Source: an optimization exercise on an open RTL-to-GDS flow (aim: small area, a short achievable clock period and few clock cycles). Production flows keep margins and buffers that such runs may drop.
Function was checked by simulation only, so behaviour that the tests miss may differ from the original.
No activity file was given, so power comes from the tool's default toggle rates.

### flow/config.mk
export PLATFORM = sky130hd
export DESIGN_NAME = CONVCOR
export DESIGN_NICKNAME = CONVCOR
export VERILOG_FILES = /design/flow/design.v
export SDC_FILE = /design/flow/constraint.sdc
export NUM_CORES = 4
export LEC_CHECK = 0
export CAP_MARGIN = 20
export CORE_MARGIN = 2
export CORE_UTILIZATION = 65
export CTS_CLUSTER_DIAMETER = 80
export CTS_CLUSTER_SIZE = 24
export SLEW_MARGIN = 20
### flow/constraint.sdc
create_clock -name core_clock -period 10.0 [get_ports {clk}]
set_input_delay 2.0000 -clock core_clock [delete_from_list [all_inputs] [get_ports {clk}]]
set_output_delay 2.0000 -clock core_clock [all_outputs]
set_load 0.01 [all_outputs]
### flow/design.v
module CONVCOR(
  input             clk,
  input             rst_n,
  input             in_valid,
  input      [15:0] in_a,
  input      [15:0] in_b,
  input             in_mode,
  output            out_valid,
  output     [35:0] out
);
reg  [3:0]  cnt;           
reg         mode;          
reg  [15:0] ra0, ra1, ra2, rb0, rb1, rb2;   
reg  [15:0] x;             
reg  [3:0]  yr_one, yr_two, yr_neg, yi_one, yi_two, yi_neg;
reg  [1:0]  np, nq;
reg  [17:0] ps_ra, ps_rb, ps_ia, ps_ib;
reg  [35:0] acc, q, o;
reg         ld_q, o_sum, o_q;
reg         ov, ovn;       
wire        idle    = (cnt == 4'd0);
wire        start   = idle & in_valid;
wire        mode_nx = start ? in_mode : mode;
wire        cj      = idle ? in_mode : mode;
wire [3:0]  cnt_nx  = !rst_n ? 4'd0 :
                      idle   ? (in_valid ? 4'd2 : 4'd0) :
                      ((mode && cnt == 4'd6) || (!mode && cnt == 4'd12)) ? 4'd0 :
                      cnt + 4'd1;
function [8:0] ctl;
  input [3:0] c;
  input       m;
  begin
    ctl = {2'd3, 2'd3, 5'b00000};
    if (m) begin
      case (c)
        4'd3:  ctl = {2'd3, 2'd3, 5'b10000};
        4'd4:  ctl = {2'd3, 2'd3, 5'b10100};
        4'd5:  ctl = {2'd3, 2'd3, 5'b00001};
        default: ;
      endcase
    end else begin
      case (c)
        4'd2:  ctl = {2'd0, 2'd3, 5'b00100};
        4'd3:  ctl = {2'd0, 2'd1, 5'b00000};
        4'd4:  ctl = {2'd1, 2'd1, 5'b11000};
        4'd5:  ctl = {2'd0, 2'd1, 5'b00000};
        4'd6:  ctl = {2'd2, 2'd1, 5'b10000};
        4'd7:  ctl = {2'd1, 2'd0, 5'b11011};
        4'd8:  ctl = {2'd1, 2'd2, 5'b00011};
        4'd9:  ctl = {2'd2, 2'd2, 5'b10101};
        4'd10: ctl = {2'd3, 2'd3, 5'b00101};
        4'd11: ctl = {2'd3, 2'd3, 5'b00001};
        default: ;
      endcase
    end
  end
endfunction
wire [8:0]  ctl_v    = ctl(cnt, mode);
wire [1:0]  xs       = ctl_v[8:7];
wire [1:0]  ys       = ctl_v[6:5];
wire        uacc_nx  = rst_n & ctl_v[4];
wire        ld_q_nx  = rst_n & ctl_v[3];
wire        o_sum_nx = rst_n & ctl_v[2];
wire        o_q_nx   = rst_n & ctl_v[1];
wire        ov_nx    = rst_n & ctl_v[0];
always @(posedge clk) begin
  cnt  <= cnt_nx;
  mode <= mode_nx;
  ld_q <= ld_q_nx; o_sum <= o_sum_nx; o_q <= o_q_nx;
  ov   <= ov_nx;
  ovn  <= ~ov_nx;
end
wire ld_ring = (cnt <= 4'd3);
always @(posedge clk) begin
  ra0 <= ld_ring ? in_a : ra2;  ra1 <= ra0;  ra2 <= ra1;
  rb0 <= ld_ring ? in_b : rb2;  rb1 <= rb0;  rb2 <= rb1;
end
wire [15:0] x_nx = (xs == 2'd0) ? ra0 : (xs == 2'd1) ? ra1 : (xs == 2'd2) ? ra2 : in_a;
wire [15:0] y_nx = (ys == 2'd0) ? rb0 : (ys == 2'd1) ? rb1 : (ys == 2'd2) ? rb2 : in_b;
function [11:0] booth;   
  input [7:0] v;
  input       ng;
  integer k;
  reg b2, b1, b0;
  begin
    for (k = 0; k < 4; k = k + 1) begin
      b2 = v[2*k+1]; b1 = v[2*k]; b0 = (k == 0) ? 1'b0 : v[2*k-1];
      booth[k]     = b1 ^ b0;
      booth[4+k]   = (b2 & ~b1 & ~b0) | (~b2 & b1 & b0);
      booth[8+k]   = b2 ^ ng;
    end
  end
endfunction
wire [11:0] eyr = booth(y_nx[15:8], 1'b0);
wire [11:0] eyi = booth(y_nx[7:0], cj);
always @(posedge clk) begin
  x <= x_nx;
  {yr_neg, yr_two, yr_one} <= eyr;
  {yi_neg, yi_two, yi_one} <= eyi;
  np <= {eyr[11] & ~eyi[11], eyr[11] ^ ~eyi[11]};
  nq <= {eyr[11] & eyi[11],  eyr[11] ^ eyi[11]};
end
wire [17:0] ra, rb, ia, ib;
ptree u_pt (.xr(x[15:8]), .xi(x[7:0]),
            .yr_one(yr_one), .yr_two(yr_two), .yr_neg(yr_neg),
            .yi_one(yi_one), .yi_two(yi_two), .yi_neg(yi_neg),
            .np(np), .nq(nq), .ra(ra), .rb(rb), .ia(ia), .ib(ib));
always @(posedge clk) begin
  ps_ra <= ra; ps_rb <= rb; ps_ia <= ia; ps_ib <= ib;
end
wire [17:0] gr = acc[35:18], gi = acc[17:0];
wire [17:0] sr_s = ps_ra ^ ps_rb ^ gr;
wire [17:0] sr_c = (ps_ra & ps_rb) | (ps_ra & gr) | (ps_rb & gr);
wire [17:0] si_s = ps_ia ^ ps_ib ^ gi;
wire [17:0] si_c = (ps_ia & ps_ib) | (ps_ia & gi) | (ps_ib & gi);
wire [17:0] sr = sr_s + {sr_c[16:0], 1'b0};
wire [17:0] si = si_s + {si_c[16:0], 1'b0};
wire [35:0] sum = {sr, si};
always @(posedge clk) begin
  acc <= {36{uacc_nx}} & sum;    
  if (ld_q) q <= sum;
  if (o_sum)    o <= sum;
  else if (o_q) o <= q;
end
assign out_valid = ov;
assign out = {~({18{ovn}} | ~o[35:18]), {18{ov}} & o[17:0]};
endmodule
module ptree(
  input  [7:0] xr, input [7:0] xi,
  input  [3:0] yr_one, input [3:0] yr_two, input [3:0] yr_neg,
  input  [3:0] yi_one, input [3:0] yi_two, input [3:0] yi_neg,
  input  [1:0] np, input [1:0] nq,
  output [17:0] ra, output [17:0] rb, output [17:0] ia, output [17:0] ib
);
  wire r_w1 = (yr_one[0] & xr[0]) ^ yr_neg[0];
  wire r_w2 = ((yr_one[0] & xr[1]) | (yr_two[0] & xr[0])) ^ yr_neg[0];
  wire r_w3 = ((yr_one[0] & xr[2]) | (yr_two[0] & xr[1])) ^ yr_neg[0];
  wire r_w4 = ((yr_one[0] & xr[3]) | (yr_two[0] & xr[2])) ^ yr_neg[0];
  wire r_w5 = ((yr_one[0] & xr[4]) | (yr_two[0] & xr[3])) ^ yr_neg[0];
  wire r_w6 = ((yr_one[0] & xr[5]) | (yr_two[0] & xr[4])) ^ yr_neg[0];
  wire r_w7 = ((yr_one[0] & xr[6]) | (yr_two[0] & xr[5])) ^ yr_neg[0];
  wire r_w8 = ((yr_one[0] & xr[7]) | (yr_two[0] & xr[6])) ^ yr_neg[0];
  wire r_w9 = ((yr_one[0] & xr[7]) | (yr_two[0] & xr[7])) ^ yr_neg[0];
  wire r_w10 = ~r_w9;
  wire r_w11 = (yr_one[1] & xr[0]) ^ yr_neg[1];
  wire r_w12 = ((yr_one[1] & xr[1]) | (yr_two[1] & xr[0])) ^ yr_neg[1];
  wire r_w13 = ((yr_one[1] & xr[2]) | (yr_two[1] & xr[1])) ^ yr_neg[1];
  wire r_w14 = ((yr_one[1] & xr[3]) | (yr_two[1] & xr[2])) ^ yr_neg[1];
  wire r_w15 = ((yr_one[1] & xr[4]) | (yr_two[1] & xr[3])) ^ yr_neg[1];
  wire r_w16 = ((yr_one[1] & xr[5]) | (yr_two[1] & xr[4])) ^ yr_neg[1];
  wire r_w17 = ((yr_one[1] & xr[6]) | (yr_two[1] & xr[5])) ^ yr_neg[1];
  wire r_w18 = ((yr_one[1] & xr[7]) | (yr_two[1] & xr[6])) ^ yr_neg[1];
  wire r_w19 = ((yr_one[1] & xr[7]) | (yr_two[1] & xr[7])) ^ yr_neg[1];
  wire r_w20 = ~r_w19;
  wire r_w21 = (yr_one[2] & xr[0]) ^ yr_neg[2];
  wire r_w22 = ((yr_one[2] & xr[1]) | (yr_two[2] & xr[0])) ^ yr_neg[2];
  wire r_w23 = ((yr_one[2] & xr[2]) | (yr_two[2] & xr[1])) ^ yr_neg[2];
  wire r_w24 = ((yr_one[2] & xr[3]) | (yr_two[2] & xr[2])) ^ yr_neg[2];
  wire r_w25 = ((yr_one[2] & xr[4]) | (yr_two[2] & xr[3])) ^ yr_neg[2];
  wire r_w26 = ((yr_one[2] & xr[5]) | (yr_two[2] & xr[4])) ^ yr_neg[2];
  wire r_w27 = ((yr_one[2] & xr[6]) | (yr_two[2] & xr[5])) ^ yr_neg[2];
  wire r_w28 = ((yr_one[2] & xr[7]) | (yr_two[2] & xr[6])) ^ yr_neg[2];
  wire r_w29 = ((yr_one[2] & xr[7]) | (yr_two[2] & xr[7])) ^ yr_neg[2];
  wire r_w30 = ~r_w29;
  wire r_w31 = (yr_one[3] & xr[0]) ^ yr_neg[3];
  wire r_w32 = ((yr_one[3] & xr[1]) | (yr_two[3] & xr[0])) ^ yr_neg[3];
  wire r_w33 = ((yr_one[3] & xr[2]) | (yr_two[3] & xr[1])) ^ yr_neg[3];
  wire r_w34 = ((yr_one[3] & xr[3]) | (yr_two[3] & xr[2])) ^ yr_neg[3];
  wire r_w35 = ((yr_one[3] & xr[4]) | (yr_two[3] & xr[3])) ^ yr_neg[3];
  wire r_w36 = ((yr_one[3] & xr[5]) | (yr_two[3] & xr[4])) ^ yr_neg[3];
  wire r_w37 = ((yr_one[3] & xr[6]) | (yr_two[3] & xr[5])) ^ yr_neg[3];
  wire r_w38 = ((yr_one[3] & xr[7]) | (yr_two[3] & xr[6])) ^ yr_neg[3];
  wire r_w39 = ((yr_one[3] & xr[7]) | (yr_two[3] & xr[7])) ^ yr_neg[3];
  wire r_w40 = ~r_w39;
  wire r_w41 = (yi_one[0] & xi[0]) ^ ~yi_neg[0];
  wire r_w42 = ((yi_one[0] & xi[1]) | (yi_two[0] & xi[0])) ^ ~yi_neg[0];
  wire r_w43 = ((yi_one[0] & xi[2]) | (yi_two[0] & xi[1])) ^ ~yi_neg[0];
  wire r_w44 = ((yi_one[0] & xi[3]) | (yi_two[0] & xi[2])) ^ ~yi_neg[0];
  wire r_w45 = ((yi_one[0] & xi[4]) | (yi_two[0] & xi[3])) ^ ~yi_neg[0];
  wire r_w46 = ((yi_one[0] & xi[5]) | (yi_two[0] & xi[4])) ^ ~yi_neg[0];
  wire r_w47 = ((yi_one[0] & xi[6]) | (yi_two[0] & xi[5])) ^ ~yi_neg[0];
  wire r_w48 = ((yi_one[0] & xi[7]) | (yi_two[0] & xi[6])) ^ ~yi_neg[0];
  wire r_w49 = ((yi_one[0] & xi[7]) | (yi_two[0] & xi[7])) ^ ~yi_neg[0];
  wire r_w50 = ~r_w49;
  wire r_w51 = (yi_one[1] & xi[0]) ^ ~yi_neg[1];
  wire r_w52 = ((yi_one[1] & xi[1]) | (yi_two[1] & xi[0])) ^ ~yi_neg[1];
  wire r_w53 = ((yi_one[1] & xi[2]) | (yi_two[1] & xi[1])) ^ ~yi_neg[1];
  wire r_w54 = ((yi_one[1] & xi[3]) | (yi_two[1] & xi[2])) ^ ~yi_neg[1];
  wire r_w55 = ((yi_one[1] & xi[4]) | (yi_two[1] & xi[3])) ^ ~yi_neg[1];
  wire r_w56 = ((yi_one[1] & xi[5]) | (yi_two[1] & xi[4])) ^ ~yi_neg[1];
  wire r_w57 = ((yi_one[1] & xi[6]) | (yi_two[1] & xi[5])) ^ ~yi_neg[1];
  wire r_w58 = ((yi_one[1] & xi[7]) | (yi_two[1] & xi[6])) ^ ~yi_neg[1];
  wire r_w59 = ((yi_one[1] & xi[7]) | (yi_two[1] & xi[7])) ^ ~yi_neg[1];
  wire r_w60 = ~r_w59;
  wire r_w61 = (yi_one[2] & xi[0]) ^ ~yi_neg[2];
  wire r_w62 = ((yi_one[2] & xi[1]) | (yi_two[2] & xi[0])) ^ ~yi_neg[2];
  wire r_w63 = ((yi_one[2] & xi[2]) | (yi_two[2] & xi[1])) ^ ~yi_neg[2];
  wire r_w64 = ((yi_one[2] & xi[3]) | (yi_two[2] & xi[2])) ^ ~yi_neg[2];
  wire r_w65 = ((yi_one[2] & xi[4]) | (yi_two[2] & xi[3])) ^ ~yi_neg[2];
  wire r_w66 = ((yi_one[2] & xi[5]) | (yi_two[2] & xi[4])) ^ ~yi_neg[2];
  wire r_w67 = ((yi_one[2] & xi[6]) | (yi_two[2] & xi[5])) ^ ~yi_neg[2];
  wire r_w68 = ((yi_one[2] & xi[7]) | (yi_two[2] & xi[6])) ^ ~yi_neg[2];
  wire r_w69 = ((yi_one[2] & xi[7]) | (yi_two[2] & xi[7])) ^ ~yi_neg[2];
  wire r_w70 = ~r_w69;
  wire r_w71 = (yi_one[3] & xi[0]) ^ ~yi_neg[3];
  wire r_w72 = ((yi_one[3] & xi[1]) | (yi_two[3] & xi[0])) ^ ~yi_neg[3];
  wire r_w73 = ((yi_one[3] & xi[2]) | (yi_two[3] & xi[1])) ^ ~yi_neg[3];
  wire r_w74 = ((yi_one[3] & xi[3]) | (yi_two[3] & xi[2])) ^ ~yi_neg[3];
  wire r_w75 = ((yi_one[3] & xi[4]) | (yi_two[3] & xi[3])) ^ ~yi_neg[3];
  wire r_w76 = ((yi_one[3] & xi[5]) | (yi_two[3] & xi[4])) ^ ~yi_neg[3];
  wire r_w77 = ((yi_one[3] & xi[6]) | (yi_two[3] & xi[5])) ^ ~yi_neg[3];
  wire r_w78 = ((yi_one[3] & xi[7]) | (yi_two[3] & xi[6])) ^ ~yi_neg[3];
  wire r_w79 = ((yi_one[3] & xi[7]) | (yi_two[3] & xi[7])) ^ ~yi_neg[3];
  wire r_w80 = ~r_w79;
  wire r_w81 = r_w5 ^ r_w13 ^ r_w21;
  wire r_w82 = (r_w5 & r_w13) | (r_w5 & r_w21) | (r_w13 & r_w21);
  wire r_w83 = r_w6 ^ r_w14;
  wire r_w84 = r_w6 & r_w14;
  wire r_w85 = r_w7 ^ r_w15 ^ r_w23;
  wire r_w86 = (r_w7 & r_w15) | (r_w7 & r_w23) | (r_w15 & r_w23);
  wire r_w87 = r_w31 ^ r_w47 ^ r_w55;
  wire r_w88 = (r_w31 & r_w47) | (r_w31 & r_w55) | (r_w47 & r_w55);
  wire r_w89 = r_w8 ^ r_w16 ^ r_w24;
  wire r_w90 = (r_w8 & r_w16) | (r_w8 & r_w24) | (r_w16 & r_w24);
  wire r_w91 = r_w32 ^ r_w48 ^ r_w56;
  wire r_w92 = (r_w32 & r_w48) | (r_w32 & r_w56) | (r_w48 & r_w56);
  wire r_w93 = r_w64 ^ r_w72;
  wire r_w94 = r_w64 & r_w72;
  wire r_w95 = r_w10 ^ r_w17 ^ r_w25;
  wire r_w96 = (r_w10 & r_w17) | (r_w10 & r_w25) | (r_w17 & r_w25);
  wire r_w97 = r_w33 ^ r_w50 ^ r_w57;
  wire r_w98 = (r_w33 & r_w50) | (r_w33 & r_w57) | (r_w50 & r_w57);
  wire r_w99 = r_w65 ^ r_w73;
  wire r_w100 = r_w65 & r_w73;
  wire r_w101 = r_w18 ^ r_w26 ^ r_w34;
  wire r_w102 = (r_w18 & r_w26) | (r_w18 & r_w34) | (r_w26 & r_w34);
  wire r_w103 = r_w58 ^ r_w66 ^ r_w74;
  wire r_w104 = (r_w58 & r_w66) | (r_w58 & r_w74) | (r_w66 & r_w74);
  wire r_w105 = r_w20 ^ r_w27 ^ r_w35;
  wire r_w106 = (r_w20 & r_w27) | (r_w20 & r_w35) | (r_w27 & r_w35);
  wire r_w107 = r_w60 ^ r_w67;
  wire r_w108 = r_w60 & r_w67;
  wire r_w109 = r_w3 ^ r_w11 ^ yr_neg[1];
  wire r_w110 = (r_w3 & r_w11) | (r_w3 & yr_neg[1]) | (r_w11 & yr_neg[1]);
  wire r_w111 = r_w4 ^ r_w12;
  wire r_w112 = r_w4 & r_w12;
  wire r_w113 = yr_neg[2] ^ r_w45 ^ r_w53;
  wire r_w114 = (yr_neg[2] & r_w45) | (yr_neg[2] & r_w53) | (r_w45 & r_w53);
  wire r_w115 = r_w61 ^ ~yi_neg[2];
  wire r_w116 = r_w61 & ~yi_neg[2];
  wire r_w117 = r_w22 ^ r_w46 ^ r_w54;
  wire r_w118 = (r_w22 & r_w46) | (r_w22 & r_w54) | (r_w46 & r_w54);
  wire r_w119 = r_w62 ^ r_w83 ^ r_w82;
  wire r_w120 = (r_w62 & r_w83) | (r_w62 & r_w82) | (r_w83 & r_w82);
  wire r_w121 = r_w63 ^ r_w71 ^ np[0];
  wire r_w122 = (r_w63 & r_w71) | (r_w63 & np[0]) | (r_w71 & np[0]);
  wire r_w123 = r_w85 ^ r_w87 ^ r_w84;
  wire r_w124 = (r_w85 & r_w87) | (r_w85 & r_w84) | (r_w87 & r_w84);
  wire r_w125 = np[1] ^ r_w89 ^ r_w91;
  wire r_w126 = (np[1] & r_w89) | (np[1] & r_w91) | (r_w89 & r_w91);
  wire r_w127 = r_w93 ^ r_w86 ^ r_w88;
  wire r_w128 = (r_w93 & r_w86) | (r_w93 & r_w88) | (r_w86 & r_w88);
  wire r_w129 = r_w95 ^ r_w97 ^ r_w99;
  wire r_w130 = (r_w95 & r_w97) | (r_w95 & r_w99) | (r_w97 & r_w99);
  wire r_w131 = r_w90 ^ r_w92 ^ r_w94;
  wire r_w132 = (r_w90 & r_w92) | (r_w90 & r_w94) | (r_w92 & r_w94);
  wire r_w133 = 1'b1 ^ r_w101 ^ r_w103;
  wire r_w134 = (1'b1 & r_w101) | (1'b1 & r_w103) | (r_w101 & r_w103);
  wire r_w135 = r_w96 ^ r_w98 ^ r_w100;
  wire r_w136 = (r_w96 & r_w98) | (r_w96 & r_w100) | (r_w98 & r_w100);
  wire r_w137 = r_w75 ^ 1'b1 ^ r_w105;
  wire r_w138 = (r_w75 & 1'b1) | (r_w75 & r_w105) | (1'b1 & r_w105);
  wire r_w139 = r_w107 ^ r_w102 ^ r_w104;
  wire r_w140 = (r_w107 & r_w102) | (r_w107 & r_w104) | (r_w102 & r_w104);
  wire r_w141 = r_w28 ^ r_w36 ^ r_w68;
  wire r_w142 = (r_w28 & r_w36) | (r_w28 & r_w68) | (r_w36 & r_w68);
  wire r_w143 = r_w76 ^ r_w106 ^ r_w108;
  wire r_w144 = (r_w76 & r_w106) | (r_w76 & r_w108) | (r_w106 & r_w108);
  wire r_w145 = r_w30 ^ r_w37 ^ r_w70;
  wire r_w146 = (r_w30 & r_w37) | (r_w30 & r_w70) | (r_w37 & r_w70);
  wire r_w147 = r_w77 ^ 1'b1;
  wire r_w148 = r_w77 & 1'b1;
  wire r_w149 = r_w1 ^ yr_neg[0];
  wire r_w150 = r_w1 & yr_neg[0];
  wire r_w151 = r_w43 ^ r_w51;
  wire r_w152 = r_w43 & r_w51;
  wire r_w153 = r_w44 ^ r_w52 ^ r_w111;
  wire r_w154 = (r_w44 & r_w52) | (r_w44 & r_w111) | (r_w52 & r_w111);
  wire r_w155 = r_w81 ^ r_w113 ^ r_w115;
  wire r_w156 = (r_w81 & r_w113) | (r_w81 & r_w115) | (r_w113 & r_w115);
  wire r_w157 = r_w117 ^ r_w119 ^ r_w114;
  wire r_w158 = (r_w117 & r_w119) | (r_w117 & r_w114) | (r_w119 & r_w114);
  wire r_w159 = r_w121 ^ r_w123 ^ r_w118;
  wire r_w160 = (r_w121 & r_w123) | (r_w121 & r_w118) | (r_w123 & r_w118);
  wire r_w161 = r_w125 ^ r_w127 ^ r_w122;
  wire r_w162 = (r_w125 & r_w127) | (r_w125 & r_w122) | (r_w127 & r_w122);
  wire r_w163 = r_w129 ^ r_w131 ^ r_w126;
  wire r_w164 = (r_w129 & r_w131) | (r_w129 & r_w126) | (r_w131 & r_w126);
  wire r_w165 = r_w133 ^ r_w135 ^ r_w130;
  wire r_w166 = (r_w133 & r_w135) | (r_w133 & r_w130) | (r_w135 & r_w130);
  wire r_w167 = r_w137 ^ r_w139 ^ r_w134;
  wire r_w168 = (r_w137 & r_w139) | (r_w137 & r_w134) | (r_w139 & r_w134);
  wire r_w169 = r_w141 ^ r_w143 ^ r_w138;
  wire r_w170 = (r_w141 & r_w143) | (r_w141 & r_w138) | (r_w143 & r_w138);
  wire r_w171 = r_w145 ^ r_w147 ^ r_w142;
  wire r_w172 = (r_w145 & r_w147) | (r_w145 & r_w142) | (r_w147 & r_w142);
  wire r_w173 = r_w38 ^ r_w78 ^ r_w146;
  wire r_w174 = (r_w38 & r_w78) | (r_w38 & r_w146) | (r_w78 & r_w146);
  wire r_w175 = r_w40 ^ r_w80;
  wire r_w176 = r_w40 & r_w80;
  wire r_w177 = r_w41 ^ ~yi_neg[0];
  wire r_w178 = r_w41 & ~yi_neg[0];
  wire r_w179 = r_w2 ^ r_w42 ^ r_w150;
  wire r_w180 = (r_w2 & r_w42) | (r_w2 & r_w150) | (r_w42 & r_w150);
  wire r_w181 = ~yi_neg[1] ^ r_w109 ^ r_w151;
  wire r_w182 = (~yi_neg[1] & r_w109) | (~yi_neg[1] & r_w151) | (r_w109 & r_w151);
  wire r_w183 = r_w110 ^ r_w153 ^ r_w152;
  wire r_w184 = (r_w110 & r_w153) | (r_w110 & r_w152) | (r_w153 & r_w152);
  wire r_w185 = r_w112 ^ r_w155 ^ r_w154;
  wire r_w186 = (r_w112 & r_w155) | (r_w112 & r_w154) | (r_w155 & r_w154);
  wire r_w187 = r_w116 ^ r_w157 ^ r_w156;
  wire r_w188 = (r_w116 & r_w157) | (r_w116 & r_w156) | (r_w157 & r_w156);
  wire r_w189 = r_w120 ^ r_w159 ^ r_w158;
  wire r_w190 = (r_w120 & r_w159) | (r_w120 & r_w158) | (r_w159 & r_w158);
  wire r_w191 = r_w124 ^ r_w161 ^ r_w160;
  wire r_w192 = (r_w124 & r_w161) | (r_w124 & r_w160) | (r_w161 & r_w160);
  wire r_w193 = r_w128 ^ r_w163 ^ r_w162;
  wire r_w194 = (r_w128 & r_w163) | (r_w128 & r_w162) | (r_w163 & r_w162);
  wire r_w195 = r_w132 ^ r_w165 ^ r_w164;
  wire r_w196 = (r_w132 & r_w165) | (r_w132 & r_w164) | (r_w165 & r_w164);
  wire r_w197 = r_w136 ^ r_w167 ^ r_w166;
  wire r_w198 = (r_w136 & r_w167) | (r_w136 & r_w166) | (r_w167 & r_w166);
  wire r_w199 = r_w140 ^ r_w169 ^ r_w168;
  wire r_w200 = (r_w140 & r_w169) | (r_w140 & r_w168) | (r_w169 & r_w168);
  wire r_w201 = r_w144 ^ r_w171 ^ r_w170;
  wire r_w202 = (r_w144 & r_w171) | (r_w144 & r_w170) | (r_w171 & r_w170);
  wire r_w203 = r_w148 ^ r_w173 ^ r_w172;
  wire r_w204 = (r_w148 & r_w173) | (r_w148 & r_w172) | (r_w173 & r_w172);
  wire r_w205 = 1'b1 ^ r_w175 ^ r_w174;
  wire r_w206 = (1'b1 & r_w175) | (1'b1 & r_w174) | (r_w175 & r_w174);
  assign ra = {1'b1, 1'b1, r_w176, r_w205, r_w203, r_w201, r_w199, r_w197, r_w195, r_w193, r_w191, r_w189, r_w187, r_w185, r_w183, r_w181, r_w179, r_w149};
  assign rb = {1'b0, 1'b0, r_w206, r_w204, r_w202, r_w200, r_w198, r_w196, r_w194, r_w192, r_w190, r_w188, r_w186, r_w184, r_w182, r_w180, r_w178, r_w177};
  wire i_w207 = (yi_one[0] & xr[0]) ^ yi_neg[0];
  wire i_w208 = ((yi_one[0] & xr[1]) | (yi_two[0] & xr[0])) ^ yi_neg[0];
  wire i_w209 = ((yi_one[0] & xr[2]) | (yi_two[0] & xr[1])) ^ yi_neg[0];
  wire i_w210 = ((yi_one[0] & xr[3]) | (yi_two[0] & xr[2])) ^ yi_neg[0];
  wire i_w211 = ((yi_one[0] & xr[4]) | (yi_two[0] & xr[3])) ^ yi_neg[0];
  wire i_w212 = ((yi_one[0] & xr[5]) | (yi_two[0] & xr[4])) ^ yi_neg[0];
  wire i_w213 = ((yi_one[0] & xr[6]) | (yi_two[0] & xr[5])) ^ yi_neg[0];
  wire i_w214 = ((yi_one[0] & xr[7]) | (yi_two[0] & xr[6])) ^ yi_neg[0];
  wire i_w215 = ((yi_one[0] & xr[7]) | (yi_two[0] & xr[7])) ^ yi_neg[0];
  wire i_w216 = ~i_w215;
  wire i_w217 = (yi_one[1] & xr[0]) ^ yi_neg[1];
  wire i_w218 = ((yi_one[1] & xr[1]) | (yi_two[1] & xr[0])) ^ yi_neg[1];
  wire i_w219 = ((yi_one[1] & xr[2]) | (yi_two[1] & xr[1])) ^ yi_neg[1];
  wire i_w220 = ((yi_one[1] & xr[3]) | (yi_two[1] & xr[2])) ^ yi_neg[1];
  wire i_w221 = ((yi_one[1] & xr[4]) | (yi_two[1] & xr[3])) ^ yi_neg[1];
  wire i_w222 = ((yi_one[1] & xr[5]) | (yi_two[1] & xr[4])) ^ yi_neg[1];
  wire i_w223 = ((yi_one[1] & xr[6]) | (yi_two[1] & xr[5])) ^ yi_neg[1];
  wire i_w224 = ((yi_one[1] & xr[7]) | (yi_two[1] & xr[6])) ^ yi_neg[1];
  wire i_w225 = ((yi_one[1] & xr[7]) | (yi_two[1] & xr[7])) ^ yi_neg[1];
  wire i_w226 = ~i_w225;
  wire i_w227 = (yi_one[2] & xr[0]) ^ yi_neg[2];
  wire i_w228 = ((yi_one[2] & xr[1]) | (yi_two[2] & xr[0])) ^ yi_neg[2];
  wire i_w229 = ((yi_one[2] & xr[2]) | (yi_two[2] & xr[1])) ^ yi_neg[2];
  wire i_w230 = ((yi_one[2] & xr[3]) | (yi_two[2] & xr[2])) ^ yi_neg[2];
  wire i_w231 = ((yi_one[2] & xr[4]) | (yi_two[2] & xr[3])) ^ yi_neg[2];
  wire i_w232 = ((yi_one[2] & xr[5]) | (yi_two[2] & xr[4])) ^ yi_neg[2];
  wire i_w233 = ((yi_one[2] & xr[6]) | (yi_two[2] & xr[5])) ^ yi_neg[2];
  wire i_w234 = ((yi_one[2] & xr[7]) | (yi_two[2] & xr[6])) ^ yi_neg[2];
  wire i_w235 = ((yi_one[2] & xr[7]) | (yi_two[2] & xr[7])) ^ yi_neg[2];
  wire i_w236 = ~i_w235;
  wire i_w237 = (yi_one[3] & xr[0]) ^ yi_neg[3];
  wire i_w238 = ((yi_one[3] & xr[1]) | (yi_two[3] & xr[0])) ^ yi_neg[3];
  wire i_w239 = ((yi_one[3] & xr[2]) | (yi_two[3] & xr[1])) ^ yi_neg[3];
  wire i_w240 = ((yi_one[3] & xr[3]) | (yi_two[3] & xr[2])) ^ yi_neg[3];
  wire i_w241 = ((yi_one[3] & xr[4]) | (yi_two[3] & xr[3])) ^ yi_neg[3];
  wire i_w242 = ((yi_one[3] & xr[5]) | (yi_two[3] & xr[4])) ^ yi_neg[3];
  wire i_w243 = ((yi_one[3] & xr[6]) | (yi_two[3] & xr[5])) ^ yi_neg[3];
  wire i_w244 = ((yi_one[3] & xr[7]) | (yi_two[3] & xr[6])) ^ yi_neg[3];
  wire i_w245 = ((yi_one[3] & xr[7]) | (yi_two[3] & xr[7])) ^ yi_neg[3];
  wire i_w246 = ~i_w245;
  wire i_w247 = (yr_one[0] & xi[0]) ^ yr_neg[0];
  wire i_w248 = ((yr_one[0] & xi[1]) | (yr_two[0] & xi[0])) ^ yr_neg[0];
  wire i_w249 = ((yr_one[0] & xi[2]) | (yr_two[0] & xi[1])) ^ yr_neg[0];
  wire i_w250 = ((yr_one[0] & xi[3]) | (yr_two[0] & xi[2])) ^ yr_neg[0];
  wire i_w251 = ((yr_one[0] & xi[4]) | (yr_two[0] & xi[3])) ^ yr_neg[0];
  wire i_w252 = ((yr_one[0] & xi[5]) | (yr_two[0] & xi[4])) ^ yr_neg[0];
  wire i_w253 = ((yr_one[0] & xi[6]) | (yr_two[0] & xi[5])) ^ yr_neg[0];
  wire i_w254 = ((yr_one[0] & xi[7]) | (yr_two[0] & xi[6])) ^ yr_neg[0];
  wire i_w255 = ((yr_one[0] & xi[7]) | (yr_two[0] & xi[7])) ^ yr_neg[0];
  wire i_w256 = ~i_w255;
  wire i_w257 = (yr_one[1] & xi[0]) ^ yr_neg[1];
  wire i_w258 = ((yr_one[1] & xi[1]) | (yr_two[1] & xi[0])) ^ yr_neg[1];
  wire i_w259 = ((yr_one[1] & xi[2]) | (yr_two[1] & xi[1])) ^ yr_neg[1];
  wire i_w260 = ((yr_one[1] & xi[3]) | (yr_two[1] & xi[2])) ^ yr_neg[1];
  wire i_w261 = ((yr_one[1] & xi[4]) | (yr_two[1] & xi[3])) ^ yr_neg[1];
  wire i_w262 = ((yr_one[1] & xi[5]) | (yr_two[1] & xi[4])) ^ yr_neg[1];
  wire i_w263 = ((yr_one[1] & xi[6]) | (yr_two[1] & xi[5])) ^ yr_neg[1];
  wire i_w264 = ((yr_one[1] & xi[7]) | (yr_two[1] & xi[6])) ^ yr_neg[1];
  wire i_w265 = ((yr_one[1] & xi[7]) | (yr_two[1] & xi[7])) ^ yr_neg[1];
  wire i_w266 = ~i_w265;
  wire i_w267 = (yr_one[2] & xi[0]) ^ yr_neg[2];
  wire i_w268 = ((yr_one[2] & xi[1]) | (yr_two[2] & xi[0])) ^ yr_neg[2];
  wire i_w269 = ((yr_one[2] & xi[2]) | (yr_two[2] & xi[1])) ^ yr_neg[2];
  wire i_w270 = ((yr_one[2] & xi[3]) | (yr_two[2] & xi[2])) ^ yr_neg[2];
  wire i_w271 = ((yr_one[2] & xi[4]) | (yr_two[2] & xi[3])) ^ yr_neg[2];
  wire i_w272 = ((yr_one[2] & xi[5]) | (yr_two[2] & xi[4])) ^ yr_neg[2];
  wire i_w273 = ((yr_one[2] & xi[6]) | (yr_two[2] & xi[5])) ^ yr_neg[2];
  wire i_w274 = ((yr_one[2] & xi[7]) | (yr_two[2] & xi[6])) ^ yr_neg[2];
  wire i_w275 = ((yr_one[2] & xi[7]) | (yr_two[2] & xi[7])) ^ yr_neg[2];
  wire i_w276 = ~i_w275;
  wire i_w277 = (yr_one[3] & xi[0]) ^ yr_neg[3];
  wire i_w278 = ((yr_one[3] & xi[1]) | (yr_two[3] & xi[0])) ^ yr_neg[3];
  wire i_w279 = ((yr_one[3] & xi[2]) | (yr_two[3] & xi[1])) ^ yr_neg[3];
  wire i_w280 = ((yr_one[3] & xi[3]) | (yr_two[3] & xi[2])) ^ yr_neg[3];
  wire i_w281 = ((yr_one[3] & xi[4]) | (yr_two[3] & xi[3])) ^ yr_neg[3];
  wire i_w282 = ((yr_one[3] & xi[5]) | (yr_two[3] & xi[4])) ^ yr_neg[3];
  wire i_w283 = ((yr_one[3] & xi[6]) | (yr_two[3] & xi[5])) ^ yr_neg[3];
  wire i_w284 = ((yr_one[3] & xi[7]) | (yr_two[3] & xi[6])) ^ yr_neg[3];
  wire i_w285 = ((yr_one[3] & xi[7]) | (yr_two[3] & xi[7])) ^ yr_neg[3];
  wire i_w286 = ~i_w285;
  wire i_w287 = i_w211 ^ i_w219 ^ i_w227;
  wire i_w288 = (i_w211 & i_w219) | (i_w211 & i_w227) | (i_w219 & i_w227);
  wire i_w289 = i_w212 ^ i_w220;
  wire i_w290 = i_w212 & i_w220;
  wire i_w291 = i_w213 ^ i_w221 ^ i_w229;
  wire i_w292 = (i_w213 & i_w221) | (i_w213 & i_w229) | (i_w221 & i_w229);
  wire i_w293 = i_w237 ^ i_w253 ^ i_w261;
  wire i_w294 = (i_w237 & i_w253) | (i_w237 & i_w261) | (i_w253 & i_w261);
  wire i_w295 = i_w214 ^ i_w222 ^ i_w230;
  wire i_w296 = (i_w214 & i_w222) | (i_w214 & i_w230) | (i_w222 & i_w230);
  wire i_w297 = i_w238 ^ i_w254 ^ i_w262;
  wire i_w298 = (i_w238 & i_w254) | (i_w238 & i_w262) | (i_w254 & i_w262);
  wire i_w299 = i_w270 ^ i_w278;
  wire i_w300 = i_w270 & i_w278;
  wire i_w301 = i_w216 ^ i_w223 ^ i_w231;
  wire i_w302 = (i_w216 & i_w223) | (i_w216 & i_w231) | (i_w223 & i_w231);
  wire i_w303 = i_w239 ^ i_w256 ^ i_w263;
  wire i_w304 = (i_w239 & i_w256) | (i_w239 & i_w263) | (i_w256 & i_w263);
  wire i_w305 = i_w271 ^ i_w279;
  wire i_w306 = i_w271 & i_w279;
  wire i_w307 = i_w224 ^ i_w232 ^ i_w240;
  wire i_w308 = (i_w224 & i_w232) | (i_w224 & i_w240) | (i_w232 & i_w240);
  wire i_w309 = i_w264 ^ i_w272 ^ i_w280;
  wire i_w310 = (i_w264 & i_w272) | (i_w264 & i_w280) | (i_w272 & i_w280);
  wire i_w311 = i_w226 ^ i_w233 ^ i_w241;
  wire i_w312 = (i_w226 & i_w233) | (i_w226 & i_w241) | (i_w233 & i_w241);
  wire i_w313 = i_w266 ^ i_w273;
  wire i_w314 = i_w266 & i_w273;
  wire i_w315 = i_w209 ^ i_w217 ^ yi_neg[1];
  wire i_w316 = (i_w209 & i_w217) | (i_w209 & yi_neg[1]) | (i_w217 & yi_neg[1]);
  wire i_w317 = i_w210 ^ i_w218;
  wire i_w318 = i_w210 & i_w218;
  wire i_w319 = yi_neg[2] ^ i_w251 ^ i_w259;
  wire i_w320 = (yi_neg[2] & i_w251) | (yi_neg[2] & i_w259) | (i_w251 & i_w259);
  wire i_w321 = i_w267 ^ yr_neg[2];
  wire i_w322 = i_w267 & yr_neg[2];
  wire i_w323 = i_w228 ^ i_w252 ^ i_w260;
  wire i_w324 = (i_w228 & i_w252) | (i_w228 & i_w260) | (i_w252 & i_w260);
  wire i_w325 = i_w268 ^ i_w289 ^ i_w288;
  wire i_w326 = (i_w268 & i_w289) | (i_w268 & i_w288) | (i_w289 & i_w288);
  wire i_w327 = i_w269 ^ i_w277 ^ nq[0];
  wire i_w328 = (i_w269 & i_w277) | (i_w269 & nq[0]) | (i_w277 & nq[0]);
  wire i_w329 = i_w291 ^ i_w293 ^ i_w290;
  wire i_w330 = (i_w291 & i_w293) | (i_w291 & i_w290) | (i_w293 & i_w290);
  wire i_w331 = nq[1] ^ i_w295 ^ i_w297;
  wire i_w332 = (nq[1] & i_w295) | (nq[1] & i_w297) | (i_w295 & i_w297);
  wire i_w333 = i_w299 ^ i_w292 ^ i_w294;
  wire i_w334 = (i_w299 & i_w292) | (i_w299 & i_w294) | (i_w292 & i_w294);
  wire i_w335 = i_w301 ^ i_w303 ^ i_w305;
  wire i_w336 = (i_w301 & i_w303) | (i_w301 & i_w305) | (i_w303 & i_w305);
  wire i_w337 = i_w296 ^ i_w298 ^ i_w300;
  wire i_w338 = (i_w296 & i_w298) | (i_w296 & i_w300) | (i_w298 & i_w300);
  wire i_w339 = 1'b1 ^ i_w307 ^ i_w309;
  wire i_w340 = (1'b1 & i_w307) | (1'b1 & i_w309) | (i_w307 & i_w309);
  wire i_w341 = i_w302 ^ i_w304 ^ i_w306;
  wire i_w342 = (i_w302 & i_w304) | (i_w302 & i_w306) | (i_w304 & i_w306);
  wire i_w343 = i_w281 ^ 1'b1 ^ i_w311;
  wire i_w344 = (i_w281 & 1'b1) | (i_w281 & i_w311) | (1'b1 & i_w311);
  wire i_w345 = i_w313 ^ i_w308 ^ i_w310;
  wire i_w346 = (i_w313 & i_w308) | (i_w313 & i_w310) | (i_w308 & i_w310);
  wire i_w347 = i_w234 ^ i_w242 ^ i_w274;
  wire i_w348 = (i_w234 & i_w242) | (i_w234 & i_w274) | (i_w242 & i_w274);
  wire i_w349 = i_w282 ^ i_w312 ^ i_w314;
  wire i_w350 = (i_w282 & i_w312) | (i_w282 & i_w314) | (i_w312 & i_w314);
  wire i_w351 = i_w236 ^ i_w243 ^ i_w276;
  wire i_w352 = (i_w236 & i_w243) | (i_w236 & i_w276) | (i_w243 & i_w276);
  wire i_w353 = i_w283 ^ 1'b1;
  wire i_w354 = i_w283 & 1'b1;
  wire i_w355 = i_w207 ^ yi_neg[0];
  wire i_w356 = i_w207 & yi_neg[0];
  wire i_w357 = i_w249 ^ i_w257;
  wire i_w358 = i_w249 & i_w257;
  wire i_w359 = i_w250 ^ i_w258 ^ i_w317;
  wire i_w360 = (i_w250 & i_w258) | (i_w250 & i_w317) | (i_w258 & i_w317);
  wire i_w361 = i_w287 ^ i_w319 ^ i_w321;
  wire i_w362 = (i_w287 & i_w319) | (i_w287 & i_w321) | (i_w319 & i_w321);
  wire i_w363 = i_w323 ^ i_w325 ^ i_w320;
  wire i_w364 = (i_w323 & i_w325) | (i_w323 & i_w320) | (i_w325 & i_w320);
  wire i_w365 = i_w327 ^ i_w329 ^ i_w324;
  wire i_w366 = (i_w327 & i_w329) | (i_w327 & i_w324) | (i_w329 & i_w324);
  wire i_w367 = i_w331 ^ i_w333 ^ i_w328;
  wire i_w368 = (i_w331 & i_w333) | (i_w331 & i_w328) | (i_w333 & i_w328);
  wire i_w369 = i_w335 ^ i_w337 ^ i_w332;
  wire i_w370 = (i_w335 & i_w337) | (i_w335 & i_w332) | (i_w337 & i_w332);
  wire i_w371 = i_w339 ^ i_w341 ^ i_w336;
  wire i_w372 = (i_w339 & i_w341) | (i_w339 & i_w336) | (i_w341 & i_w336);
  wire i_w373 = i_w343 ^ i_w345 ^ i_w340;
  wire i_w374 = (i_w343 & i_w345) | (i_w343 & i_w340) | (i_w345 & i_w340);
  wire i_w375 = i_w347 ^ i_w349 ^ i_w344;
  wire i_w376 = (i_w347 & i_w349) | (i_w347 & i_w344) | (i_w349 & i_w344);
  wire i_w377 = i_w351 ^ i_w353 ^ i_w348;
  wire i_w378 = (i_w351 & i_w353) | (i_w351 & i_w348) | (i_w353 & i_w348);
  wire i_w379 = i_w244 ^ i_w284 ^ i_w352;
  wire i_w380 = (i_w244 & i_w284) | (i_w244 & i_w352) | (i_w284 & i_w352);
  wire i_w381 = i_w246 ^ i_w286;
  wire i_w382 = i_w246 & i_w286;
  wire i_w383 = i_w247 ^ yr_neg[0];
  wire i_w384 = i_w247 & yr_neg[0];
  wire i_w385 = i_w208 ^ i_w248 ^ i_w356;
  wire i_w386 = (i_w208 & i_w248) | (i_w208 & i_w356) | (i_w248 & i_w356);
  wire i_w387 = yr_neg[1] ^ i_w315 ^ i_w357;
  wire i_w388 = (yr_neg[1] & i_w315) | (yr_neg[1] & i_w357) | (i_w315 & i_w357);
  wire i_w389 = i_w316 ^ i_w359 ^ i_w358;
  wire i_w390 = (i_w316 & i_w359) | (i_w316 & i_w358) | (i_w359 & i_w358);
  wire i_w391 = i_w318 ^ i_w361 ^ i_w360;
  wire i_w392 = (i_w318 & i_w361) | (i_w318 & i_w360) | (i_w361 & i_w360);
  wire i_w393 = i_w322 ^ i_w363 ^ i_w362;
  wire i_w394 = (i_w322 & i_w363) | (i_w322 & i_w362) | (i_w363 & i_w362);
  wire i_w395 = i_w326 ^ i_w365 ^ i_w364;
  wire i_w396 = (i_w326 & i_w365) | (i_w326 & i_w364) | (i_w365 & i_w364);
  wire i_w397 = i_w330 ^ i_w367 ^ i_w366;
  wire i_w398 = (i_w330 & i_w367) | (i_w330 & i_w366) | (i_w367 & i_w366);
  wire i_w399 = i_w334 ^ i_w369 ^ i_w368;
  wire i_w400 = (i_w334 & i_w369) | (i_w334 & i_w368) | (i_w369 & i_w368);
  wire i_w401 = i_w338 ^ i_w371 ^ i_w370;
  wire i_w402 = (i_w338 & i_w371) | (i_w338 & i_w370) | (i_w371 & i_w370);
  wire i_w403 = i_w342 ^ i_w373 ^ i_w372;
  wire i_w404 = (i_w342 & i_w373) | (i_w342 & i_w372) | (i_w373 & i_w372);
  wire i_w405 = i_w346 ^ i_w375 ^ i_w374;
  wire i_w406 = (i_w346 & i_w375) | (i_w346 & i_w374) | (i_w375 & i_w374);
  wire i_w407 = i_w350 ^ i_w377 ^ i_w376;
  wire i_w408 = (i_w350 & i_w377) | (i_w350 & i_w376) | (i_w377 & i_w376);
  wire i_w409 = i_w354 ^ i_w379 ^ i_w378;
  wire i_w410 = (i_w354 & i_w379) | (i_w354 & i_w378) | (i_w379 & i_w378);
  wire i_w411 = 1'b1 ^ i_w381 ^ i_w380;
  wire i_w412 = (1'b1 & i_w381) | (1'b1 & i_w380) | (i_w381 & i_w380);
  assign ia = {1'b1, 1'b1, i_w382, i_w411, i_w409, i_w407, i_w405, i_w403, i_w401, i_w399, i_w397, i_w395, i_w393, i_w391, i_w389, i_w387, i_w385, i_w355};
  assign ib = {1'b0, 1'b0, i_w412, i_w410, i_w408, i_w406, i_w404, i_w402, i_w400, i_w398, i_w396, i_w394, i_w392, i_w390, i_w388, i_w386, i_w384, i_w383};
endmodule
### flow/flow/run.sh
#!/bin/bash
set -euo pipefail
bash standard.sh SETUP_SLACK_MARGIN=6.8 "BUFFER_PORTS_ARGS=-buffer_cell sky130_fd_sc_hd__buf_2" finish > make_finish.log 2>&1
### flow/standard.sh
#!/bin/bash
# synth_recipe.tcl (not shown) runs the flow's synth.tcl, then flattens the netlist and writes it again
# the make line also repeats each setting of config.mk as NAME=value (left out here)
make -C /OpenROAD-flow-scripts/flow DESIGN_CONFIG=/design/flow/config.mk WORK_HOME=/design/flow/orfs CLKGATE_MAP_FILE= SYNTH_SCRIPT=/design/flow/synth_recipe.tcl "${@:-finish}"
==> results_dict.tcl, run 1 <==
set metrics [dict create \
    status "finished clean" \
    cts_hold_buf 0 \
    wire_per_inst_um 18.7 \
    syn_area_per_cell_sq_um 11.6 \
    grt_pass1_wl_um 55500 \
    yosysWarnings 1 \
    dp.cells 1807 \
    holdPathEnd "rb1[1]" \
    rsz0062_at_grt "yes" \
    drc 0 \
    synthArstFlopShare_pct 0 \
    rows 59 \
    yosysMostFrequentCell "dfxtp_1" \
    min_path_type "reg2reg" \
    dp_hpwl_um 23800 \
    gp_congestion 0.859 \
    antenna_found_initial 0 \
    max-slew-margin-rel_pct 32.3 \
    ys_types 63 \
    drt_iter0_markers 862 \
    totalWireLength_um 34500 \
    grt_max_degree 44 \
    fmax_mhz 305 \
    p_leak_nw 7.66 \
    ys_seq_area_share_pct 41.5 \
    die-area_sq_mm 0.0279 \
    drt_first_pass_iters 17 \
    power_density_mw_per_mm2 354 \
    cts-buffers-inserted 17 \
    setup_viol 0 \
    routed_via_density 5.88 \
    clk_latency_ps 510 \
    tightest_slew_ps 1020 \
    cts_tree "built" \
    worstPathRequired_ps 8000 \
    worst_path_max_delay_cell "dfxtp_4" \
    min_period_ps 3280 \
    clk_pin_slew_ps 90 \
    fin_crit_sh_pct 32.8 \
    gr-total-overflow 0 \
    drv_slew 0 \
    min_from "rb0[1]" \
    synth_ff_type "dfxtp_1" \
    netlist_top_cells_count "dfxtp_1 (249), inv_1 (147), fa_1 (130), a22oi_1 (113), xnor2_1 (89)" \
    grtUsageMet2_pct 40.5 \
    synth_edf_count 73 \
    synth_seq_cells 322 \
    ioPinCount 73 \
    final_hold_viol_count 0 \
    finalSetupTns_ps 0 \
    syn_inst 1489 \
    synth.area.top_cells "dfxtp_1 (29%), fa_1 (15%), edfxtp_1 (13%), a22oi_1 (4.9%), xnor2_1 (4.5%)" \
    yosysTopAreaCellShare_pct 28.8 \
    fp.coreArea_sq_mm 0.0261 \
    final_layout_size_suffix_gt1_share_pct 17.8 \
    area_growth_pct 7.40 \
    cap_viol_max_count 0 \
    slowest_delay_ps 370 \
    critPathKind "reg2out" \
    use_met1_pct 34.5 \
    synth_nets 1716 \
    syn_area_sq_mm 0.0173 \
    path_buf_inv 2 \
    cts_num_sinks 322 \
    grt_pass1_vias 10905 \
    antennaDiodeCount 0 \
    r2r_cells 9 \
    antenna_left 0 \
    cts.htree.levels 1 \
    critPathMaxFanout 9 \
    die_w_um 167 \
    fin_nets 1728 \
    min_path_cells 0 \
    cp-end-kind "output port" \
    final_cells 1844 \
    cp.arrival_ps 1280 \
    die_y_um 167 \
    rr_endpoint "o[15]" \
    start_util_pct 66.2 \
    peakVddDrop_mv 0.191 \
    crit_family "flip-flops" \
    routed-via-count 10844 \
    io_buffers 72 \
    reg2reg_from "ps_ia[1]" \
    cts_max_path_buffers 3 \
    cp_cell_sequence "buf_6, and2_1, buf_2" \
    grtUsageTotal_pct 24.8 \
    grt_util_met3_pct 4.80 \
    skew_ps 15.7 \
    fillCellCount 1898 \
    yosysTopAreaCell "dfxtp_1" \
    root_buffer "clkbuf_16" \
    rrSetupSlack_ps 6840 \
    grt.busiest_layer "met2" \
    worstSetupStartpointType "flop" \
]
## metrics by stage
stage / area, sq um / hold slack (ps) / worst slack, ps / utilization (%) / total power [mW]
after CTS: 18300 / 348 / 6720 / 70.1 / 6.60
after floorplan: 17300 / 323 / 6810 / - / 4.88
after global routing: 18600 / 346 / 6680 / 71.1 / 7.33
after global placement: 17700 / 327 / 6510 / 67.9 / 5.67
final: 18600 / 346 / 6720 / 71.1 / 6.57
after detailed placement: 17700 / 331 / 6440 / 67.9 / 5.80
## registers in the layout, indices dropped and copies added (netlist names), 16 cells and up
name and cells:
rb0 16, acc 36, rb2 16, q 36, ps_ra 16, ps_rb 16, ra1 16, ra0 16
x 16, ps_ia 16, o 36, ps_ib 16, rb1 16, ra2 16
## cell families after synthesis
kind of cell | after synthesis | synth area share, %
xor gates and xnor gates | 173 | 8.80
AOI/OAI and AO/OA | 249 | 9.84
adders and majority gates | 191 | 19.5
muxes | 97 | 8.46
DFF | 322 | 41.5
buffers and inverters | 244 | 5.47
and+or+nand+nor | 213 | 6.49
## placed cells by master (no fill, tap or decap), types with 11 or more instances in the layout
master and count:
dfxtp_1 208, inv_1 147, fa_1 129, a22oi_1 113
xnor2_1 88, xor2_1 83, edfxtp_1 73, buf_2 62
ha_1 60, mux2_2 59, nand2_1 45, a21oi_1 43
and2_1 38, nor2_1 37, o21ai_0 34, dfxtp_4 34
nor2b_1 29, mux4_2 27, clkbuf_16 17, buf_6 13
buf_4 13, nand2b_1 12, nand3_1 11
## final cells by class
cell class	count	area (sq um)	area share (%)
clock buffer	24	452	2.43
inverter	148	556	2.99
timing repair buffer	89	574	3.09
clock inverter	3	18.8	0.101
multi-input combinational	923	9250	49.8
sequential	322	7310	39.4
tap	335	419	2.26
## timing repair
action / in CTS / in global routing
resized for setup: 49 / 57
cloned: 0 / 0
pin swaps: 5 / 5
endpoints found under the setup margin: 68 / 60
setup buffers: 1 / 9
## per-layer routing
layer / vias to the layer above / wire length (um)
li1: 5043 / -
met1: 5355 / 15300
met2: 388 / 16000
met3: 58 / 2550
met4: 0 / 644
met5: - / 0
## worst max-delay path by stage
stage | from | endpoint | slack (ps) | cells after the start
3_5_place_dp | yi_neg[1] | ps_ia[8] | 6440 | 7
2_1_floorplan | yr_two[0] | ps_ra[8] | 6810 | 10
3_3_place_gp | yr_neg[1] | ps_ra[8] | 6510 | 7
6_report | ov | out[13] | 6720 | 3
5_1_grt | ov | out[15] | 6680 | 3
4_1_cts | ov | out[11] | 6720 | 2
## power by group
part / switching [mW] / leakage [nW] / internal (mW)
combinational: 2.25 / 4.68 / 1.60
clock: 0.405 / 0.230 / 0.320
sequential: 0.268 / 2.76 / 1.72
Testbench counts, summed over its fixed seeds: cycles 21,468.
==> run 2: changes to the inputs <==
--- a/flow/config.mk
+++ b/flow/config.mk
@@ -9,3 +9,3 @@
 export CORE_MARGIN = 2
-export CORE_UTILIZATION = 65
+export CORE_UTILIZATION = 55
 export CTS_CLUSTER_DIAMETER = 80
==> run 2 against run 1 <==
Against the previous run: still clean; fmax up 0.91%; die area up 18%; global-route usage down 3.2 points; routed wire length up 0.94%; critical path depth down 1; largest cell class unchanged; highest routed layer unchanged.
==> results_dict.tcl, run 2 <==
set metrics [dict create \
    pwr-share-clk_pct 11.9 \
    gr-total-overflow 0 \
    io_buffers 72 \
    grt_pass1_vias 10736 \
    yosysTopAreaCellShare_pct 28.8 \
    power.switching_mw 2.94 \
    ioPinCount 73 \
    syn_inst 1489 \
    rsz0062_at_grt "yes" \
    swShare_pct 44.3 \
    fillCellCount 2576 \
    cts.htree.levels 1 \
    start_util_pct 56.3 \
    yosysMostFrequentCell "dfxtp_1" \
    drv_slew 0 \
    final_cell_mix "dfxtp_1 (209), inv_1 (147), fa_1 (129), a22oi_1 (112), xnor2_1 (88)" \
    utilization_pct 60.8 \
    synth_edf_count 73 \
    largestRegisters "acc: 36 flops, o: 36 flops, q: 36 flops" \
    grtUsageTotal_pct 21.6 \
    cap_viol_max_count 0 \
    crit_family "flip-flops" \
    synth_ff_type "dfxtp_1" \
    final_cells 1913 \
    slowest_delay_ps 500 \
    finalSetupTns_ps 0 \
    internal_power_mw 3.70 \
    synth_nets 1716 \
    area_growth_pct 8.03 \
    routed_via_density 5.58 \
    fmax_mhz 308 \
    cp-end-kind "output port" \
    power.total_mw 6.63 \
    die-area_sq_mm 0.0329 \
    worstPathRequired_ps 8000 \
    root_buffer "clkbuf_16" \
    fin_crit_sh_pct 32.5 \
    skew_ps 23.8 \
    wire_per_inst_um 18.2 \
    ys_types 63 \
    min_period_ps 3250 \
    drt_first_pass_iters 5 \
    cp.arrival_ps 1250 \
    cts_num_sinks 322 \
    rows 64 \
    comb_power_share_pct 58.2 \
    worstSetupStartpointType "flop" \
    peakVddDrop_mv 0.151 \
    final_hold_viol_count 0 \
    tightest_slew_ps 1000 \
    synth_seq_cells 322 \
    cts_max_path_buffers 3 \
    antenna_found_initial 0 \
    gp_congestion 0.853 \
    synthArstFlopShare_pct 0 \
    die_w_um 181 \
    totalWireLength_um 34800 \
    grt_max_degree 44 \
    max-slew-margin-rel_pct 33.1 \
    critPathMaxFanout 18 \
    fin_nets 1734 \
    dp_hpwl_um 24300 \
    routed-via-count 10680 \
    netlist_top_cells_count "dfxtp_1 (249), inv_1 (147), fa_1 (130), a22oi_1 (113), xnor2_1 (89)" \
    drt_iter0_markers 726 \
    clk_pin_slew_ps 100 \
    final_layout_size_suffix_gt1_share_pct 17.7 \
    holdWs_ps 340 \
    syn_area_per_cell_sq_um 11.6 \
    syn_area_sq_mm 0.0173 \
    antennaDiodeCount 0 \
    die_y_um 181 \
    yosysWarnings 1 \
    min_path_type "reg2reg" \
    worst_path_max_delay_cell "dfxtp_4" \
    synth.area.top_cells "dfxtp_1 (29%), fa_1 (15%), edfxtp_1 (13%), a22oi_1 (4.9%), xnor2_1 (4.5%)" \
    yosysTopAreaCell "dfxtp_1" \
    cts-buffers-inserted 18 \
    dp.cells 1869 \
    setup_viol 0 \
    clk_latency_ps 530 \
    grt_pass1_wl_um 56900 \
    path_buf_inv 1 \
    critPathKind "reg2out" \
    drc 0 \
    final_common_cell "dfxtp_1" \
    cp_cell_sequence "nor2b_1, buf_2" \
    antenna_left 0 \
    fp.coreArea_sq_mm 0.0307 \
    pwr-share-seq_pct 30.0 \
    ys_seq_area_share_pct 41.5 \
    power_density_mw_per_mm2 355 \
    p_leak_nw 7.70 \
    cts_tree "built" \
    status "finished clean" \
]
==> run 2: per-layer routing <==
| metal | GRT usage [%] | part of all wire, % | vias up |
|---|---|---|---|
| met5 | 0 | 0 | - |
| met4 | 4.85 | 1.8 | 0 |
| met3 | 2.78 | 5.5 | 35 |
| met2 | 34.6 | 46 | 296 |
| met1 | 31.6 | 47 | 5291 |
| li1 | - | - | 5058 |
==> run 2: metrics by stage <==
step           setup WS [ps]  area, sq um
6_report                6750        18700
5_1_grt                 6670        18700
3_5_place_dp            6380        17800
4_1_cts                 6700        18500
3_3_place_gp            6460        17800
2_1_floorplan           6810        17300
==> run 2: area by class of cell <==
class / instances / area, sq um / share of cell area [%]
flip-flops and latches: 322 / 7310 / 39.1
multi-input cells: 923 / 9250 / 49.5
clock buffers: 25 / 498 / 2.66
clock inverters: 5 / 45.0 / 0.241
inverters: 148 / 556 / 2.97
repair buffers: 94 / 538 / 2.88
well taps: 396 / 495 / 2.65
==> run 2: kinds of logic after synthesis <==
family,after synthesis,synth area share [%]
compound gates,249,9.84
xor+xnor,173,8.80
fa+ha+maj,191,19.5
mux,97,8.46
simple gates,213,6.49
buf+inv,244,5.47
flops,322,41.5
==> run 2: final timing paths <==
path | start | end | slack, ps | cells past startpoint
worst max register to register | x[4] | ps_ia[7] | 6890 | 9
worst min-delay path | rb1[10] | rb2[10] | 340 | 0
worst min register to register | rb1[10] | rb2[10] | 340 | 0
worst max-delay path | ovn | out[26] | 6750 | 2
==> run 2: worst reg2reg max path, delay by kind of cell (launching register included) <==
| family | cells | cell delay (ps) |
|---|---|---|
| DFF | 1 | 580 |
| AOI/OAI and AO/OA | 1 | 170 |
| buffers and inverters | 3 | 160 |
| adders and majority gates | 4 | 1930 |
| xor gates and xnor gates | 1 | 170 |
==> run 2: power groups by stage <==
stage	Sequential (mW)	Combinational, mW	Clock, mW
finish	1.99	3.86	0.788
global route	2.02	4.56	0.862
CTS	1.99	3.90	0.816
detailed placement	2.01	3.83	0
global placement	2.00	3.72	0
floorplan	1.83	3.05	0
==> run 2: timing repair <==
item	CTS	global route
setup buffers	1	13
hold buffers	0	0
setup endpoints to repair	70	59
gates resized for setup	59	28
pin swaps	5	6
hold endpoints to repair	0	0
==> run 3: changes to the inputs <==
==> flow/flow/run.sh (replaced) <==
#!/bin/bash
set -euo pipefail
bash standard.sh SETUP_SLACK_MARGIN=6.7 "BUFFER_PORTS_ARGS=-buffer_cell sky130_fd_sc_hd__buf_2" finish > make_finish.log 2>&1
==> run 3 against run 2 <==
Against the previous run: sequential cell count is the same; combinational power shrank 1%; still clean; clock power is essentially flat; critical endpoint is now out[20].
==> results_dict.tcl, run 3 <==
set metrics [dict create \
    yosysTopAreaCell "dfxtp_1" \
    ioPinCount 73 \
    synth.area.mux_share_pct 8.46 \
    synth-compound-area-share_pct 9.84 \
    grt_pass1_vias 10809 \
    area_growth_pct 7.95 \
    antenna_found_initial 0 \
    synthArstFlopShare_pct 0 \
    synth_nets 1716 \
    holdWs_ps 337 \
    fillCellCount 2575 \
    finalSetupTns_ps 0 \
    syn_area_sq_mm 0.0173 \
    yosysTopAreaCellShare_pct 28.8 \
    cts.htree.levels 1 \
    clk_pin_slew_ps 100 \
    cts_tree "built" \
    final_common_cell "dfxtp_1" \
    totalWireLength_um 35100 \
    fmax_mhz 303 \
    power.total_mw 6.59 \
    gr-total-overflow 0 \
    final_cells 1908 \
    peakVddDrop_mv 0.153 \
    setup_viol 0 \
    die_w_um 181 \
    reg2reg_from "ps_ia[1]" \
    start_util_pct 56.3 \
    fin_crit_sh_pct 33.0 \
    critPathKind "reg2out" \
    drc 0 \
    synth_edf_count 73 \
    multi_input_area_sq_mm 0.00926 \
    syn_inst 1489 \
    worst_path_max_delay_cell "dfxtp_4" \
    rrSetupSlack_ps 6770 \
    min_path_cells 0 \
    final_hold_viol_count 0 \
    slowest_delay_ps 370 \
    synth_ff_type "dfxtp_1" \
    rsz0062_at_grt "yes" \
    min_from "ra1[8]" \
    power_density_mw_per_mm2 353 \
    grt_max_degree 44 \
    cts_max_path_buffers 3 \
    status "finished clean" \
    cts_num_sinks 322 \
    netlist_top_cells_count "dfxtp_1 (249), inv_1 (147), fa_1 (130), a22oi_1 (113), xnor2_1 (89)" \
    fp.coreArea_sq_mm 0.0307 \
    cts-buffers-inserted 18 \
    cp-end-kind "output port" \
    final_layout_size_suffix_gt1_share_pct 17.7 \
    max-slew-margin-rel_pct 33.9 \
    synth_top_family_by_area "adder cells" \
    dp.cells 1869 \
    worstPathRequired_ps 8000 \
    holdPathEnd "ra2[8]" \
    gp_congestion 0.814 \
    dp_hpwl_um 24700 \
    ys_types 63 \
    yosysMostFrequentCell "dfxtp_1" \
    root_buffer "clkbuf_16" \
    drt_iter0_markers 687 \
    synth_seq_cells 322 \
    p_leak_nw 7.71 \
    io_buffers 72 \
    cp_cell_sequence "buf_12, nor2b_1, buf_2" \
    rows 64 \
    final_cell_mix "dfxtp_1 (209), inv_1 (147), fa_1 (129), a22oi_1 (113), xnor2_1 (88)" \
    yosys.area_share.simple_pct 6.49 \
    critPathMaxFanout 9 \
    antennaDiodeCount 0 \
    synth_fa_ha_area_share_pct 19.5 \
    clk_latency_ps 520 \
    ys_seq_area_share_pct 41.5 \
    min_path_type "reg2reg" \
    rr_endpoint "o[15]" \
    synth.area.top_cells "dfxtp_1 (29%), fa_1 (15%), edfxtp_1 (13%), a22oi_1 (4.9%), xnor2_1 (4.5%)" \
    drv_slew 0 \
    routed-via-count 10626 \
    antenna_left 0 \
    cap_viol_max_count 0 \
    regArea_sq_mm 0.00727 \
    drt_first_pass_iters 5 \
    wire_per_inst_um 18.4 \
    min_period_ps 3300 \
    die_y_um 181 \
    utilization_pct 60.7 \
    worstSetupStartpointType "flop" \
    die-area_sq_mm 0.0329 \
    yosysWarnings 1 \
    routed_via_density 5.57 \
    grtUsageTotal_pct 21.8 \
    cts_hold_buf 0 \
    fin_nets 1730 \
    r2r_cells 9 \
    largestRegisters "acc: 36 flops, o: 36 flops, q: 36 flops" \
    grt_pass1_wl_um 57500 \
    synth-xor-area-share_pct 8.80 \
    cp.arrival_ps 1300 \
    syn_area_per_cell_sq_um 11.6 \
    skew_ps 18.2 \
    tightest_slew_ps 992 \
]
## run 3: logic make-up (layout without fill, tap and decap cells)
kind of cell	count (synthesis)	count (layout)
DFF	322	322
and+or+nand+nor	213	213
adders and majority gates	191	191
buffers and inverters	244	267
AOI/OAI and AO/OA	249	249
muxes	97	97
xor gates and xnor gates	173	173
## run 3: how the worst max path moves through the flow
stage	from	endpoint	slack [ps]	cells after the start
after floorplan	yr_two[0]	ps_ra[8]	6710	10
final	ovn	out[20]	6700	3
after global placement	yi_neg[1]	ps_ia[8]	6490	7
after detailed placement	yi_neg[1]	ps_ia[8]	6420	7
after global routing	ovn	out[33]	6650	3
after CTS	ovn	out[32]	6670	3
## run 3: metal layers
| metal | global-route usage (%) | up-vias | part of all wire [%] |
|---|---|---|---|
| met2 | 35.3 | 276 | 46 |
| met4 | 3.97 | 0 | 1.4 |
| met1 | 32.0 | 5274 | 47 |
| li1 | - | 5042 | - |
| met3 | 2.80 | 34 | 5.4 |
| met5 | 0 | - | 0 |
## run 3: repair_timing
item	in CTS	in global routing
pin swaps	0	2
cloned	0	0
endpoints found under the setup margin	65	48
setup buffers	2	8
resized for setup	41	35
## run 3: power breakdown
part / internal, mW / switching [mW]
Clock: 0.358 / 0.431
Sequential: 1.72 / 0.253
Combinational: 1.59 / 2.23
Total: 3.67 / 2.92
## run 3: cell type report
| type | count | share of cell area (%) |
|---|---|---|
| clock inverter | 5 | 0.248 |
| clock buffer | 24 | 2.65 |
| sequential | 322 | 38.9 |
| timing repair buffer | 90 | 2.99 |
| tap | 396 | 2.65 |
| multi-input combinational | 923 | 49.6 |
| inverter | 148 | 2.97 |
## run 3: worst max-delay path: cells and delay by family, from the launching register on
kind	cells	cell delay (ps)
DFF	1	370
buffers and inverters	2	290
and+or+nand+nor	1	110
## run 3: stage by stage
stage	setup WS (ps)	area, sq um
6_report	6700	18700
5_1_grt	6650	18700
4_1_cts	6670	18500
3_5_place_dp	6420	17800
3_3_place_gp	6490	17800
2_1_floorplan	6710	17300

==> port drivers added, routing unchanged <==
Ports are ideal in the flow. The routed layouts listed here were re-timed in OpenROAD. Step 1, drivers: a clkbuf_16 drives clk and a buf_2 each remaining input, both assumed. Step 2 moves the port delays by t, midway between the first and last clock arrival at a register: inputs arrive t later, outputs are due t later. That takes back most of the time a late clock gives input paths. Three values: no drivers, after step 1, after step 2; two values: the first two.
| run | t (ns) | setup WS [ns] | worst data-port slew with drivers (ns) |
|---|---|---|---|
| run 1 | 0.556 | 6.723 / 6.671 / 6.674 | 0.04 |
| run 2 | 0.568 | 6.752 / 6.701 / 6.603 | 0.03 |
| run 3 | 0.569 | 6.700 / 6.647 / 6.650 | 0.04 |
After both steps every run listed still meets setup and hold. For run 2, which loses most, drivers alone change the setup slack by -0.051 ns; drivers and shift together by -0.149 ns.
